From an optimization exercise on the open Yosys and OpenROAD flow, aimed at a short achievable clock period and few clock cycles per item; shortcuts taken in it are not production practice. Function was checked by simulation only, so behaviour that the tests miss may differ from the original.

==> flow/design.v <==
`timescale 1ns/1ps
module fp_arithmetic_sequence_generator (
    input wire clk,
    input wire rst_n,
    input wire activate,
    input wire [31:0] a1,
    input wire [31:0] d,
    input wire [31:0] n,
    input wire [31:0] saddr,
    output reg done,
    output reg [31:0] mem_addr,
    output reg [31:0] mem_wdata,
    output reg mem_write,
    input wire mem_ready
);
    reg        busy;      
    reg        pend;      
    reg        tv;        
    reg        pv;        
    reg        nrm;       
    reg [31:0] rem;       
    reg        sd;        
    reg [7:0]  ed;
    reg [23:0] md;
    reg [23:0] X, Y, L;  
    reg [7:0]  R;         
    reg [7:0]  dR;        
    reg        isA;       
    reg        sX, sY;    
    reg        esub;      
    wire        st = mem_wdata[31];
    wire [7:0]  et = mem_wdata[30:23];
    wire [23:0] mt = {1'b1, mem_wdata[22:0]};
    wire [24:0] sum  = {1'b0, X} + {1'b0, Y};
    wire [24:0] dxy  = {1'b0, X} - {1'b0, Y};
    wire [23:0] dyx  = Y - X;
    wire        xgey = !dxy[24];
    wire [24:0] r    = !esub ? sum : (xgey ? dxy : {1'b0, dyx});
    wire        sgn  = (esub & !xgey) ? sY : sX;
    wire kp = r[24];                     
    wire k0 = !r[24] & r[23];            
    wire km = !r[24] & !r[23] & r[22];   
    wire kw = !r[24] & !r[23] & !r[22];  
    wire [22:0] fn = kp ? r[23:1] : k0 ? r[22:0] : {r[21:0], 1'b0};
    wire [7:0]  en = kp ? R + 8'd1 : k0 ? R : R - 8'd1;
    wire        wrap = (kp & (R == 8'hff)) | (km & (R == 8'h00));
    wire [23:0] mn = {1'b1, fn};
    wire dR0 = (dR == 8'd0);
    wire dR1 = (dR == 8'd1);
    wire nA = kp | (k0 & !dR0) | (km & !dR0 & !dR1);
    wire nC = km & dR0;
    wire nB = !nA & !nC;
    wire [7:0] dRn = kp ? dR + 8'd1 : k0 ? dR : dR - 8'd1;
    wire [23:0] YA = !isA ? {1'b0, md[23:1]} :
                     kp   ? {1'b0, Y[23:1]} :
                     k0   ? Y : {Y[22:0], L[23]};
    wire [23:0] LA = !isA ? {md[0], 23'd0} :
                     kp   ? {Y[0], L[23:1]} :
                     k0   ? L : {L[22:0], 1'b0};
    wire [8:0]  pdiff = {1'b0, et} - {1'b0, ed};
    wire        pA = !pdiff[8] & (pdiff != 9'd0);
    wire        pC = pdiff[8];
    wire [7:0]  pnd = -pdiff[7:0];           
    wire [5:0]  pshA = (pdiff[7:6] != 2'b00) ? 6'd63 : pdiff[5:0];
    wire [47:0] pW = {md, 24'd0} >> pshA;
    wire [23:0] pYC = (pnd[7:5] != 3'b000) ? 24'd0 : (mt >> pnd[4:0]);
    reg [4:0] lz;
    integer i;
    always @* begin
        lz = 5'd0;
        for (i = 0; i < 24; i = i + 1)
            if (X[i]) lz = 5'd23 - i[4:0];
    end
    wire [23:0] nsh = X << lz;
    wire        nzero = (X == 24'd0);
    wire outst    = mem_write | pend;
    wire pend_n   = outst & !mem_ready;
    wire rem_last = mem_write ? (rem == 32'd1) : (rem == 32'd0);
    wire tfree    = !tv | mem_write;
    wire fast     = !nrm & pv & tfree;
    wire fast_ok  = fast & !kw;
    wire tv_n     = nrm | fast_ok | (tv & !mem_write);
    always @(posedge clk or negedge rst_n) begin
        if (!rst_n) begin
            busy      <= 1'b0;
            pend      <= 1'b0;
            mem_write <= 1'b0;
            done      <= 1'b0;
            tv        <= 1'b0;
            pv        <= 1'b0;
            nrm       <= 1'b0;
        end else if (!busy) begin
            pend      <= 1'b0;
            mem_write <= activate & (n != 32'd0);
            busy      <= activate & (n != 32'd0);
            done      <= activate & (n == 32'd0);
            tv        <= 1'b1;
            pv        <= 1'b0;
            nrm       <= 1'b0;
        end else begin
            pend      <= pend_n;
            mem_write <= tv_n & !pend_n & !rem_last;
            done      <= !pend_n & rem_last;
            busy      <= !(!pend_n & rem_last);
            tv        <= tv_n;
            nrm       <= fast & kw;
            if (nrm)          pv <= 1'b0;
            else if (!pv)     pv <= 1'b1;
            else if (fast_ok) pv <= !wrap;
        end
    end
    always @(posedge clk) begin
        if (!busy) begin
            mem_addr <= saddr;
            rem      <= n;
        end else if (mem_write) begin
            mem_addr <= mem_addr + 32'd4;
            rem      <= rem - 32'd1;
        end
    end
    always @(posedge clk) begin
        if (!busy) begin
            mem_wdata <= a1;
            sd <= d[31];
            ed <= d[30:23];
            md <= {1'b1, d[22:0]};
        end else if (nrm) begin
            mem_wdata <= nzero ? {mem_wdata[31], 31'd0}
                               : {mem_wdata[31], R - {3'd0, lz}, nsh[22:0]};
        end else if (!pv) begin
            isA  <= pA;
            esub <= st ^ sd;
            if (pA) begin
                X <= mt; Y <= pW[47:24]; L <= pW[23:0];
                R <= et; dR <= pdiff[7:0]; sX <= st; sY <= sd;
            end else if (!pC) begin
                X <= mt; Y <= md; L <= 24'd0;
                R <= et; dR <= 8'd0; sX <= st; sY <= sd;
            end else begin
                X <= md; Y <= pYC; L <= 24'd0;
                R <= ed; dR <= 8'd0; sX <= sd; sY <= st;
            end
        end else if (fast) begin
            if (kw) begin
                X <= r[23:0];
                mem_wdata[31] <= sgn;
            end else begin
                mem_wdata <= {sgn, en, fn};
                isA  <= nA;
                esub <= sgn ^ sd;
                if (nA) begin
                    X <= mn; Y <= YA; L <= LA;
                    R <= en; dR <= dRn; sX <= sgn; sY <= sd;
                end else if (nB) begin
                    X <= mn; Y <= md; L <= 24'd0;
                    R <= en; dR <= 8'd0; sX <= sgn; sY <= sd;
                end else begin
                    X <= md; Y <= {1'b0, mn[23:1]}; L <= 24'd0;
                    R <= ed; dR <= 8'd0; sX <= sd; sY <= sgn;
                end
            end
        end
    end
endmodule
==> flow/flow/run.sh <==
#!/bin/bash
# Standard ORFS layout, with timing repair aimed well below the clock period.
set -euo pipefail
bash standard.sh finish SETUP_SLACK_MARGIN=9 > standard_flow.log 2>&1
==> flow/standard.sh <==
#!/bin/bash
# synth_recipe.tcl (not shown) runs the flow's synth.tcl, then flattens the netlist and writes it again
# the make line also repeats each setting of config.mk as NAME=value (left out here)
make -C /OpenROAD-flow-scripts/flow DESIGN_CONFIG=/design/flow/config.mk WORK_HOME=/design/flow/orfs CLKGATE_MAP_FILE= SYNTH_SCRIPT=/design/flow/synth_recipe.tcl "${@:-finish}"
==> flow/config.mk <==
export PLATFORM = sky130hd
export DESIGN_NAME = fp_arithmetic_sequence_generator
export DESIGN_NICKNAME = fp_arithmetic_sequence_generator
export VERILOG_FILES = /design/flow/design.v
export SDC_FILE = /design/flow/constraint.sdc
export NUM_CORES = 4
export LEC_CHECK = 0
export ABC_CLOCK_PERIOD_IN_PS = 2000
export CAP_MARGIN = 20
export CORE_MARGIN = 2
export CORE_UTILIZATION = 40
export SETUP_SLACK_MARGIN = 5
export SLEW_MARGIN = 20
==> flow/constraint.sdc <==
create_clock -name core_clock -period 12.0 [get_ports {clk}]
set_input_delay 2.4000 -clock core_clock [delete_from_list [all_inputs] [get_ports {clk}]]
set_output_delay 2.4000 -clock core_clock [all_outputs]
set_load 0.01 [all_outputs]
==> results of run 1 <==
per-layer routing:
metal / vias up / track usage, % / wire length [um]
met2: 1885 / 53.6 / 45800
met5: - / 0 / 71
met3: 483 / 11.3 / 13800
met4: 6 / 17.6 / 6700
li1: 11046 / - / -
met1: 12187 / 46.9 / 41400
state kept, by name, summed over array words and instances (netlist names), 8 cells and up:
register   flops
ed             8
dR             8
md            23
L             24
X             24
R              8
rem           32
Y             24
mem_addr      32
mem_wdata     32
worst max-delay path, delay by kind of cell, from the launching register on:
| family | cells | cell delay, ns |
|---|---|---|
| AOI/OAI and AO/OA | 5 | 1.34 |
| adders and majority gates | 2 | 0.60 |
| and+or+nand+nor | 6 | 0.97 |
| buffers and inverters | 5 | 0.66 |
| DFF | 1 | 0.50 |
kinds of logic (layout without fill, tap and decap cells):
family                     Yosys count  after routing
and+or+nand+nor                    938            948
AOI/OAI and AO/OA                  902            905
muxes                              128            128
DFF                                227            227
xor gates and xnor gates           109            109
buffers and inverters              320            759
adders and majority gates          101            101
placed cells by master (no fill, tap or decap), drive strengths merged, types with 25 or more instances in the layout:
| cell type | instances |
|---|---|
| buf | 462 |
| nand3 | 73 |
| a31oi | 37 |
| nor4 | 26 |
| nor3 | 65 |
| clkbuf | 49 |
| a21oi | 297 |
| clkdlybuf4s50 | 99 |
| o211ai | 62 |
| nor2 | 304 |
| xnor2 | 61 |
| o21ai | 165 |
| nand2 | 323 |
| mux2i | 106 |
| ha | 96 |
| edfxtp | 220 |
| a21o | 29 |
| nand4 | 25 |
| xor2 | 48 |
| nor2b | 25 |
| a221oi | 28 |
| o22ai | 29 |
| inv | 110 |
| a211oi | 32 |
per-stage QoR:
step / hold WS (ns) / setup WS [ns] / instances / instance area (um2)
after floorplan: 0.553 / 7.16 / 2725 / 22500
after global placement: 0.580 / 6.46 / 3453 / 24600
after detailed placement: 0.595 / 6.26 / 3453 / 24600
after CTS: 0.606 / 7.71 / 3786 / 30000
after global routing: 0.645 / 7.53 / 3873 / 31800
final: 0.598 / 7.54 / 3873 / 31800
how the worst min path moves through the flow:
stage	start	slack, ns	cells past startpoint	to
after CTS	pend	0.61	2	pend
final	pend	0.60	2	pend
after detailed placement	pend	0.59	2	pend
after global routing	pend	0.64	2	pend
after floorplan	pend	0.55	2	pend
after global placement	pend	0.58	2	pend
what timing repair did:
item | in CTS | in global routing
resized for setup | 774 | 280
setup buffers | 252 | 85
endpoints found under the setup margin | 299 | 303
pin swaps | 153 | 125
gates cloned | 29 | 2
final cells by class:
class | instances | area [um2] | area share (%)
Sequential cell | 227 | 6790 | 21.4
Tap cell | 696 | 871 | 2.74
Multi-Input combinational cell | 2191 | 17000 | 53.4
Clock buffer | 32 | 716 | 2.25
Timing Repair Buffer | 594 | 5780 | 18.2
Inverter | 112 | 444 | 1.40
Timing Repair inverter | 1 | 11.3 | 0.0354
Clock inverter | 20 | 200 | 0.630
==> results.ini, run 1 <==
[timing]
slew_violations=0
finalHoldViolations=0
worst_pin_slew_ns=1.27
finalClockSkew_ns=0.0609
fin_crit_ns=4.46
rsz0062_at_grt=true
fin_tns_setup_ns=0
slew_headroom_pct=15.4
setup_viol=0
post-route-period-util_pct=37.2
fmax_mhz=224

[logic_synthesis]
synth.ff_latch_count=227
synth_most_common_cell=nand2_1
synth_enable_flop_cells=220
synth_fa_ha_area_share_pct=5.96
synth-simple-area-share_pct=19.4
yosys.area.top_type_share_pct=30.3
syn_area_per_cell_um2=8.01
synth_top_family_by_area=compound AO/OA/AOI/OAI gates
yosys.area.top_type=edfxtp_1
synth_mux_area_share_pct=6.20
netlist_top_cells_area=edfxtp_1 30%, a21oi_1 6.8%, ha_1 5.5%
synthCells=2725
synth_compound_area_share_pct=26.9
synth_common_cells=319 x nand2_1, 300 x nor2_1, 296 x a21oi_1
synth_flop_cell=edfxtp_1
synthesis.area_um2=21800
ys_seq_area_share_pct=31.1
synth_cell_types=94
synth_nets=2958
synth_xor_area_share_pct=4.37
ys_warn_count=1
async_reset_ff_share_pct=3.08

[setup_path]
startpoint=X[0]
regToRegSetupSlack_ns=7.54
critPathCaptureType=register
slowest_delay_ns=0.50
r2r_end=Y[17]
worstPathRequired_ns=12.22
cp-endpoint=Y[17]
crit_arrival_ns=4.68
critPathMaxFanout=8
r2r_start=X[0]
slowest_stage=edfxtp_1
cp-start-kind=register
worst_r2r_path_depth=18
criticalPathCategory=reg -> reg
path_cells=ha_2 -> inv_2 -> fa_2 -> o21bai_1 -> nand2_1 -> a2111o_1 -> a211oi_4 -> buf_6 -> nor4_4 -> or2_4 -> o211ai_4 -> buf_12 -> or4_4 -> buf_12 -> nor2_8 -> buf_6 -> a221oi_2 -> nand4_1

[floorplan]
die_x_um=238
start_util_pct=40.5
coreArea_um2=53900
die_h_um=238
io_pins=198
dieArea_um2=56400
rows=85

[cells_and_area]
areaGrowthSynthToFinish_pct=45.6
fin_util_pct=58.9
num-fill-cells=4690
nets=3388
layout-drive-gt1-share_pct=31.3
num_antenna_cells=0

[clocking]
htree_levels=1
hold_buffers=0
cts_tree=built
clk_path_buf_depth=3
clkLatencyLatePin_ns=0.62
cts_made_buffers=28
clk_pin_slew_ns=0.07
cts-root-buf=clkbuf_16
cts_sinks=227

[hold_path]
min_path_type=reg -> reg

[route]
antenna_left=0
wirelength_um=108000
route.detailed.drc=0
wl_per_cell_um=27.8
route.vias.total=25607
drtIter0Drc=3656
viasPerCell=6.61
firstDrtPassIters=11

[global_routing]
antenna_found_initial=2
overflow=0
grt_max_degree=85
grt_pass1_wl_um=153000
grt_util_all_layers_pct=35.9
grt_pass1_vias=23941

[place]
place_congestion=1.00
placement.io_buffers=197
hpwlAfterDp_um=69600

[job]
maxCapViolations=0

[outcome]
run_status=no timing/DRC/antenna violations

Testbench counts, summed over its fixed seeds: cycles 11,554, items 10,866.
==> run 2, diff against run 1 <==
==> flow/run.sh (new file) <==
#!/bin/bash
# synth_recipe.tcl (not shown) runs the flow's synth.tcl, then flattens the netlist and writes it again
# the make line also repeats each setting of config.mk as NAME=value (left out here)
make -C /OpenROAD-flow-scripts/flow DESIGN_CONFIG=/design/flow/config.mk WORK_HOME=/design/flow/orfs CLKGATE_MAP_FILE= SYNTH_SCRIPT=/design/flow/synth_recipe.tcl finish
removed: flow/flow/run.sh
removed: flow/standard.sh
==> results.ini, run 2 <==
[outcome]
run_status=no timing/DRC/antenna violations

[route]
viasPerCell=6.49
drtIter0Drc=3165
route.detailed.drc=0
antenna_left=0
firstDrtPassIters=9
route.vias.total=22764
wl_per_cell_um=26.0
wirelength_um=91100

[setup_path]
worstPathRequired_ns=12.21
crit_arrival_ns=6.32
cp-start-kind=register
critPathCaptureType=register
criticalPathCategory=reg -> reg
critPathMaxFanout=48

[clocking]
cts_setup_buffers=0
clk_path_buf_depth=3
hold_buffers=0
cts_tree=built
clkLatencyLatePin_ns=0.58
cts_sinks=227
cts_made_buffers=30
cts-root-buf=clkbuf_16
htree_levels=1
clk_pin_slew_ns=0.06
post_cts_resized=0

[logic_synthesis]
synth_xor_area_share_pct=4.37
async_reset_ff_share_pct=3.08
synth.ff_latch_count=227
synth_fa_ha_area_share_pct=5.96
synth_flop_cell=edfxtp_1
synth-simple-area-share_pct=19.4
synth_common_cells=319 x nand2_1, 300 x nor2_1, 296 x a21oi_1
synth_nets=2958
synth_enable_flop_cells=220
synthCells=2725
synth_cell_types=94
synthesis.area_um2=21800
ys_warn_count=1
yosys.area.top_type_share_pct=30.3
synth_compound_area_share_pct=26.9
synth_top_family_by_area=compound AO/OA/AOI/OAI gates
synth_most_common_cell=nand2_1
ys_seq_area_share_pct=31.1
synth_mux_area_share_pct=6.20
netlist_top_cells_area=edfxtp_1 30%, a21oi_1 6.8%, ha_1 5.5%
syn_area_per_cell_um2=8.01
yosys.area.top_type=edfxtp_1

[timing]
worst_pin_slew_ns=1.13
fin_crit_ns=6.11
rsz0062_at_grt=false
setup_viol=0
finalHoldViolations=0
slew_headroom_pct=23.6
finalClockSkew_ns=0.0119
fmax_mhz=164
fin_tns_setup_ns=0
slew_violations=0
post-route-period-util_pct=50.9

[cells_and_area]
areaGrowthSynthToFinish_pct=15.3
fin_util_pct=46.7
reg_top3=mem_addr: 32 flops, mem_wdata: 32 flops, rem: 32 flops
final_cell_mix=319 x nand2_1, 299 x nor2_1, 295 x a21oi_1, 220 x edfxtp_1, 197 x clkdlybuf4s50_1
final_common_cell=nand2_1
layout-drive-gt1-share_pct=5.58
final_area_um2=25200
nets=3022
stdcell_count=3509
num_antenna_cells=0

[hold_path]
min_path_type=reg -> reg

[global_routing]
antenna_found_initial=2
overflow=0
grt_pass1_wl_um=134000
grt_util_all_layers_pct=30.9
grt_max_degree=83
grt_pass1_vias=21248

[floorplan]
dieArea_um2=56400
die_h_um=238
coreArea_um2=53900
io_pins=198
start_util_pct=40.5
rows=85
die_x_um=238

[place]
place_congestion=0.987
placed_area_um2=24200
placement.io_buffers=197
place_inst=3453
hpwlAfterDp_um=68200

[job]
maxCapViolations=0

==> run 2: cell counts after synthesis <==
Identical to the previous run, type by type.
==> run 2: cells by family (layout without fill, tap and decap cells) <==
| kind of cell | after synthesis | after routing |
|---|---|---|
| compound gates | 902 | 902 |
| xor+xnor | 109 | 109 |
| fa+ha+maj | 101 | 101 |
| buf+inv | 320 | 408 |
| flops | 227 | 227 |
| mux | 128 | 128 |
| simple gates | 938 | 938 |
==> run 2: per-stage QoR <==
step	hold slack (ns)	setup slack, ns
after floorplan	0.553	5.51
final	0.592	5.89
after global placement	0.584	6.14
after detailed placement	0.577	6.11
after CTS	0.589	6.09
after global routing	0.672	5.74
==> run 2: worst paths after layout <==
check	from	to	slack (ns)	cells past startpoint
max	X[0]	L[10]	5.89	17
min	pend	pend	0.59	2
max reg2reg	X[0]	L[10]	5.89	17
min reg2reg	pend	pend	0.59	2
max in group asynchronous	rst_n	busy	9.45	1
min in group asynchronous	rst_n	nrm	2.16	1
==> run 2: worst max-delay path: stages (launching register included) <==
cell,delay (ns)
edfxtp_1,0.61
inv_1,0.11
ha_1,0.25
fa_1,0.40
nand2b_1,0.16
a21oi_1,0.30
o2111ai_1,0.42
a41o_1,0.41
o311ai_1,0.34
a21oi_1,0.15
nor2_2,0.15
buf_4,0.36
nor2_4,0.10
and3_1,0.42
inv_1,0.46
nand2_1,0.25
a31oi_4,0.19
buf_4,0.56
==> run 2: area by class of cell <==
class	instances	area, um2
flip-flops and latches	227	6790
clock inverters	14	160
inverters	112	420
repair buffers	240	2290
clock buffers	42	827
fillers	5305	28800
well taps	696	871
multi-input cells	2178	13800
==> run 2: metal layers <==
metal  GRT usage, %  routed length, um  up-vias
met5              0                  0        -
met3           6.85              10200      204
li1               -                  -    10272
met2           48.0              40100     1431
met1           42.9              37800    10857
met4           9.34               3040        0

-- re-timing with driven ports --
No port has a modelled driver above. Below, the same layouts with a new extraction and two added sets of constraints. Step 1 sets driving cells, clkbuf_16 on the clock port and buf_2 on the other inputs (assumed; they add their load-dependent delay and slew). Step 2 moves the port delays by t, midway between the first and last clock arrival at a register: inputs arrive t later, outputs are due t later. That takes back most of the time a late clock gives input paths. a / b / c = ideal ports / drivers / drivers and shift; a / b = the first two.
run | shift t [ns] | slack for setup (ns) | cell pins on the clock port's net
run 1 | 0.658 | 7.542 / 7.542 / 7.542 | 1
run 2 | 0.637 | 5.891 / 5.891 / 5.891 | 1
After both steps setup and hold are still met in every run listed.
